Background: an optimization exercise with open tools, aiming at small area. Do not read the settings as production practice. The RTL was checked by simulation tests, not by an equivalence proof against the original design. Power figures rest on the tool's default switching activity, not on a simulated workload.

==> inputs of job 4653 <==
// uart
module uart
  (
   input wire         sys_clk,  
   input wire         sys_rstn,  
   output logic       cpu_int,  
   input wire         reg_awvalid,
   output logic       reg_awready,
   input wire [2:0]   reg_awaddr,
   input wire         reg_wvalid,
   output logic       reg_wready,
   input wire [7:0]   reg_wdata,
   input wire         reg_bready,
   output logic       reg_bvalid,
   output logic [1:0] reg_bresp,
   input wire         reg_arvalid,
   output logic       reg_arready,
   input wire [2:0]   reg_araddr,
   input wire         reg_rready,
   output logic       reg_rvalid,
   output logic [7:0] reg_rdata,
   output logic [1:0] reg_rresp,
   input              uart_ctsn,  
   input              uart_rx,  
   output             uart_rtsn,  
   output             uart_tx    
   );
Settings: LEC_CHECK=0, CAP_MARGIN=0, CORE_MARGIN=2, CORE_UTILIZATION=55, SLEW_MARGIN=0; clock period 10.0 ns.
standard.sh (not shown) runs the stock make flow with config.mk's settings and CLKGATE_MAP_FILE= SYNTH_SCRIPT=/design/flow/synth_recipe.tcl, a recipe that flattens the netlist after the stock synthesis.
==> flow/flow/run.sh <==
#!/bin/bash
# Own layout flow: the standard flow, with these changes.
#  1. After the standard synthesis, the combinational logic is mapped again for
#     area by flow/resynth.tcl (the flip-flops are kept: same instances, names
#     and cells), with four ABC scripts that differ only in the random seed;
#     the smallest result replaces 1_2_yosys.v and the flow goes on.
#  2. The clock tree is built from fewer, larger clusters, without dummy loads.
#  3. The port buffers are the smallest buffer cell.
set -euo pipefail
WORK=$(pwd)
R=$WORK/orfs/results/$FLOW_PLATFORM/uart/base
YOSYS=$(command -v yosys || echo "$FLOW_HOME/../tools/install/yosys/bin/yosys")
LIB=$FLOW_HOME/platforms/$FLOW_PLATFORM/lib/sky130_fd_sc_hd__tt_025C_1v80.lib

export CTS_ARGS="-sink_clustering_enable -repair_clock_nets -dont_use_dummy_load -buf_list sky130_fd_sc_hd__clkbuf_16 -sink_clustering_size 30 -sink_clustering_max_diameter 75"
export BUFFER_PORTS_ARGS="-buffer_cell sky130_fd_sc_hd__buf_1"

bash standard.sh synth > standard_synth.log 2>&1

cp "$R/1_2_yosys.v" "$WORK/1_2_yosys_standard.v"
for S in 0 1 2 3; do
  RS_LIB=$LIB RS_IN=$WORK/1_2_yosys_standard.v RS_TOP=$FLOW_TOP \
    RS_STAT_BEFORE=$WORK/resynth_stat_before.txt RS_STAT_AFTER=$WORK/resynth_stat_after$S.txt \
    RS_SCRIPT=$WORK/flow/area$S.script RS_OUT=$WORK/1_2_yosys_resynth$S.v \
    "$YOSYS" -c "$WORK/flow/resynth.tcl" > resynth$S.log 2>&1 &
done
wait
BEST=""; BESTA=""
for S in 0 1 2 3; do
  A=$(awk '/Chip area for module/ {print $NF}' "$WORK/resynth_stat_after$S.txt" | tail -n 1)
  echo "seed script $S: area $A" >> resynth_choice.log
  if [[ -n "$A" && -s "$WORK/1_2_yosys_resynth$S.v" ]]; then
    if [[ -z "$BESTA" ]] || awk "BEGIN{exit !($A < $BESTA)}"; then BEST=$S; BESTA=$A; fi
  fi
done
echo "chosen: $BEST ($BESTA)" >> resynth_choice.log
cp "$WORK/1_2_yosys_resynth$BEST.v" "$R/1_2_yosys.v"
touch "$R/1_2_yosys.v"

bash standard.sh finish > standard_finish.log 2>&1
==> flow/flow/area0.script <==
strash
dc2
&get -n
&deepsyn -T 60 -S 1
&put
dc2
dch -f
amap
strash
dch -f
amap
==> flow/flow/area1.script <==
strash
dc2
&get -n
&deepsyn -T 60 -S 18
&put
dc2
dch -f
amap
strash
dch -f
amap
==> flow/flow/area2.script <==
strash
dc2
&get -n
&deepsyn -T 60 -S 35
&put
dc2
dch -f
amap
strash
dch -f
amap
==> flow/flow/area3.script <==
strash
dc2
&get -n
&deepsyn -T 60 -S 52
&put
dc2
dch -f
amap
strash
dch -f
amap
==> flow/flow/resynth.tcl <==
# Re-map the combinational logic of the standard synthesis netlist for area.
# The flip-flops are kept as they are (same instances, names and cells).
yosys -import
set lib $::env(RS_LIB)
read_liberty -ignore_miss_func $lib
blackbox sky130_fd_sc_hd__*df* sky130_fd_sc_hd__*dl* sky130_fd_sc_hd__conb*
read_verilog $::env(RS_IN)
hierarchy -top $::env(RS_TOP)
tee -o $::env(RS_STAT_BEFORE) stat -liberty $lib
flatten
opt_clean
abc -script $::env(RS_SCRIPT) -liberty $lib -dont_use sky130_fd_sc_hd__lpflow_* -dont_use sky130_fd_sc_hd__probe*
opt_clean -purge
hilomap -singleton -hicell sky130_fd_sc_hd__conb_1 HI -locell sky130_fd_sc_hd__conb_1 LO
splitnets
opt_clean -purge
tee -o $::env(RS_STAT_AFTER) stat -liberty $lib
write_verilog -noattr -noexpr -nohex -nodec $::env(RS_OUT)
==> job 8805: changes against job 4653 <==
--- a/flow/design.v
+++ b/flow/design.v
@@ -38,65 +38,16 @@
   logic [W-1:0] mm;
   always @* begin
     for (int i = 0; i < 16; i++) sel[i] = (count == 5'(i == 0 ? 16 : i));
     mm = '0;
     for (int i = 0; i < 16; i++) mm = mm | ({W{sel[i]}} & mem[i]);
   end
   assign dout = mm;
 endmodule
-module uart_txfifo
-  #
-  (
-   parameter WRITE_DATA_WIDTH = 8
-   )
-  (
-   input wire                         clk,
-   input wire                         rst,    
-   input wire                         pre_wr,
-   input wire [WRITE_DATA_WIDTH-1:0]  din,
-   input wire                         wr_en,
-   output wire                        full,
-   input wire                         rd_en,
-   output wire [WRITE_DATA_WIDTH-1:0] dout,
-   output wire                        empty
-   );
-  localparam W = WRITE_DATA_WIDTH;
-  logic [W-1:0] mem [0:15];
-  logic [4:0]   count;
-  logic [4:0]   count_next;
-  wire do_wr = wr_en & ~full;
-  wire do_rd = rd_en & ~empty;
-  always @* begin
-    if (rst)
-      count_next = '0;
-    else
-      count_next = count + {4'b0, do_wr} - {4'b0, do_rd};
-  end
-  always @(posedge clk) begin
-    if (pre_wr & ~count_next[4]) begin
-      mem[1] <= din;
-      for (int i = 2; i < 16; i++) mem[i] <= mem[i-1];
-      mem[0] <= mem[15];
-    end
-    count <= count_next;
-  end
-  assign full  = count[4];
-  assign empty = (count == '0);
-  logic [15:0] sel;
-  logic [W-1:0] mm;
-  always @* begin
-    for (int i = 0; i < 16; i++)
-      sel[i] = ~empty & (do_wr ? (count == 5'(i == 0 ? 15 : i - 1))
-                               : (count == 5'(i == 0 ? 16 : i)));
-    mm = '0;
-    for (int i = 0; i < 16; i++) mm = mm | ({W{sel[i]}} & mem[i]);
-  end
-  assign dout = mm;
-endmodule
 `timescale 1ns / 10ps
 module uart_cpu
   (
    input               sys_clk,  
    input               sys_rstn,  
    input               baud_en,  
    output logic        cpu_int,  
    input wire          reg_awvalid,
@@ -185,16 +136,17 @@
   wire                 tx_fifo_empty;
   logic                rx_status_change;
   logic                msr_change;
   logic                thr_empty, tx_shift_empty_d;
   logic [2:0]          int_status;     
   wire                 char_timeout = 0;  
   wire                 frame_err;      
   logic                tx_fifo_push;   
+  logic [7:0]          tx_fifo_din;    
   wire                 break_det;      
   logic                overrun_error;  
   wire                 parity_err;
   wire                 rx_fifo_error;
   always @(posedge sys_clk) begin
     rx_fifo_pop   <= '0;
     reg_we        <= '0;
     reg_bvalid    <= '0;
@@ -388,16 +340,17 @@
       cpu_int <= 1'b1;
     tx_shift_empty_d <= tx_shift_empty;
     if (tx_shift_empty & ~tx_shift_empty_d && tx_fifo_empty) thr_empty <= 1'b1;
     if (reg_we) begin
       case ({dlab, reg_addr})
         RBR_THR: begin
           thr_empty <= 1'b0;
           tx_fifo_push      <= '1;
+          tx_fifo_din[7:0]  <= reg_din;
         end
         IER_IER: begin
           {en_rx_data_avail,
            en_tx_fifo_empty,
            en_rx_status_change,
            en_msr_change} <= reg_din[3:0];
         end
         IIR_FCR0, IIR_FCR1: begin
@@ -481,29 +434,27 @@
      .rd_en            (rx_fifo_pop),
      .dout             ({parity_err,
                          frame_err,
                          rx_fifo_out}),
      .empty            (rx_fifo_empty)
      );
   assign break_det = 1'b0;  
   assign rx_fifo_error = break_det | parity_err | frame_err;
-  wire        thr_we = reg_we & ({dlab, reg_addr} == RBR_THR);
-  uart_txfifo
+  uart_fifo
     #
     (
      .WRITE_DATA_WIDTH (8)
      )
   u_tx
     (
-     .clk              (sys_clk),
      .rst              (reset_tx_fifo | ~sys_rstn),
-     .pre_wr           (thr_we),
-     .din              (reg_din),
+     .clk              (sys_clk),
      .wr_en            (tx_fifo_push),
+     .din              (tx_fifo_din),
      .full             (tx_fifo_full),
      .rd_en            (tx_fifo_pop),
      .dout             (tx_fifo_dout),
      .empty            (tx_fifo_empty)
      );
   assign tx_data_avail = ~tx_fifo_empty;
 endmodule  
 `timescale 1ns / 10ps
==> flow/run.sh (new file) <==
#!/bin/bash
# synth_recipe.tcl (not shown) runs the flow's synth.tcl, then flattens the netlist and writes it again
# the make line also repeats each setting of config.mk as NAME=value (left out here)
make -C /OpenROAD-flow-scripts/flow DESIGN_CONFIG=/design/flow/config.mk WORK_HOME=/design/flow/orfs CLKGATE_MAP_FILE= SYNTH_SCRIPT=/design/flow/synth_recipe.tcl finish
==> flow/config.mk (replaced) <==
export PLATFORM = sky130hd
export DESIGN_NAME = uart
export DESIGN_NICKNAME = uart
export VERILOG_FILES = /design/flow/design.v
export SDC_FILE = /design/flow/constraint.sdc
export NUM_CORES = 4
export LEC_CHECK = 0
export CAP_MARGIN = 20
export CORE_MARGIN = 2
export CORE_UTILIZATION = 40
export CTS_BUF_LIST = sky130_fd_sc_hd__clkbuf_16
export CTS_CLUSTER_DIAMETER = 60
export CTS_CLUSTER_SIZE = 35
export SLEW_MARGIN = 20
removed: flow/flow/run.sh
removed: flow/flow/area0.script
removed: flow/flow/area1.script
removed: flow/flow/area2.script
removed: flow/flow/area3.script
removed: flow/flow/resynth.tcl
removed: flow/standard.sh
==> job 8399: changes against job 4653 <==
--- a/flow/flow/run.sh
+++ b/flow/flow/run.sh
@@ -7,17 +7,17 @@
 #  2. The clock tree is built from fewer, larger clusters, without dummy loads.
 #  3. The port buffers are the smallest buffer cell.
 set -euo pipefail
 WORK=$(pwd)
 R=$WORK/orfs/results/$FLOW_PLATFORM/uart/base
 YOSYS=$(command -v yosys || echo "$FLOW_HOME/../tools/install/yosys/bin/yosys")
 LIB=$FLOW_HOME/platforms/$FLOW_PLATFORM/lib/sky130_fd_sc_hd__tt_025C_1v80.lib
 
-export CTS_ARGS="-sink_clustering_enable -repair_clock_nets -dont_use_dummy_load -buf_list sky130_fd_sc_hd__clkbuf_16 -sink_clustering_size 30 -sink_clustering_max_diameter 75"
+export CTS_ARGS="-sink_clustering_enable -repair_clock_nets -dont_use_dummy_load -buf_list sky130_fd_sc_hd__clkbuf_16 -sink_clustering_size 28 -sink_clustering_max_diameter 60"
 export BUFFER_PORTS_ARGS="-buffer_cell sky130_fd_sc_hd__buf_1"
 
 bash standard.sh synth > standard_synth.log 2>&1
 
 cp "$R/1_2_yosys.v" "$WORK/1_2_yosys_standard.v"
 for S in 0 1 2 3; do
   RS_LIB=$LIB RS_IN=$WORK/1_2_yosys_standard.v RS_TOP=$FLOW_TOP \
     RS_STAT_BEFORE=$WORK/resynth_stat_before.txt RS_STAT_AFTER=$WORK/resynth_stat_after$S.txt \
==> flow/config.mk (replaced) <==
export PLATFORM = sky130hd
export DESIGN_NAME = uart
export DESIGN_NICKNAME = uart
export VERILOG_FILES = /design/flow/design.v
export SDC_FILE = /design/flow/constraint.sdc
export NUM_CORES = 4
export LEC_CHECK = 0
export CAP_MARGIN = 0
export CORE_MARGIN = 2
export CORE_UTILIZATION = 70
export SLEW_MARGIN = 0
==> run_results.csv <==
group,metric,value,unit
setup_path,end_kind,"register",
hold_path,hold_path.startpoint,"uart_rxd[0]",
placed_design,gp_congestion,0.904,
detailed_routing,vias,11900,
setup_path,reg2reg_slack,5.63,ns
floorplanning,row_count,66,
setup_path,crit_arrival,5.20,ns
finish,num-nonclk-inverters,131,
run_status,status,"complete, no violations",
(the above is from job 4653)
==> run_results.csv <==
group,metric,value,unit
detailed_routing,vias,12700,
global_route,use_met2,0.548,
run_status,status,"complete, but fails checks",
finish,comb.multi_input.count,784,
detailed_routing,wl_per_cell,25.5,µm
setup_path,end_kind,"register",
setup_path,reg2reg_slack,5.40,ns
timing,report.final.slew_viol_count,1,
placed_design,gp_congestion,0.958,
job,cap_violations,1,
run_status,so_faults,"capacitance limit, slew limit",
floorplanning,die_h,165,µm
setup_path,crit_arrival,4.88,ns
finish,syn_to_final_growth,8.16,%
hold_path,hold_path.startpoint,"uart_rxd[0]",
(the above is from job 8399)
==> run_results.csv <==
group,metric,value,unit
setup_path,reg2reg_slack,5.94,ns
pwr,clockPowerShare,0.344,
floorplanning,row_count,83,
finish,final_cells,2354,
run_status,status,"complete, no violations",
hold_path,hold_path.startpoint,"uart_rxd[5]",
detailed_routing,vias,13000,
setup_path,crit_path_end,"uart_rtsn",
global_route,grt_use_met1,0.252,
finish,num-nonclk-inverters,58,
clocking,clock_path_buffers,3,
setup_path,crit_arrival,2.28,ns
(the above is from job 8805)

[what the ideal ports hide]
In the flow no input, the clock included, has a driving cell. The finished layouts below were timed again as built, in two steps.
Step 1 assumes that a clkbuf_16 drives the clock port and a buf_2 every other input.
Step 2, shift: input delay + t, output delay - t, t = (earliest + latest rising clock arrival at the registers) / 2. This alone moves slack from input paths to output paths.
Slacks: ideal ports / drivers / drivers and shift; pairs: ideal ports / drivers.
run | t, ns | setup slack, ns | hold WS [ns] | worst slew at a driven data input, ns | pins driven straight from the clock port
job 4653 | 0.603 | 5.263 / 5.288 / 4.685 | 0.356 / 0.356 / 0.356 | 0.07 | 1
job 8805 | 0.621 | 5.716 / 5.658 / 5.431 | 0.356 / 0.356 / 0.356 | 0.11 | 1
job 8399 | 0.617 | 5.309 / 5.331 / 4.714 | 0.352 / 0.352 / 0.352 | 0.06 | 1
For job 8399, which loses most, drivers alone change the setup slack by +0.022 ns; drivers and shift together by -0.595 ns.
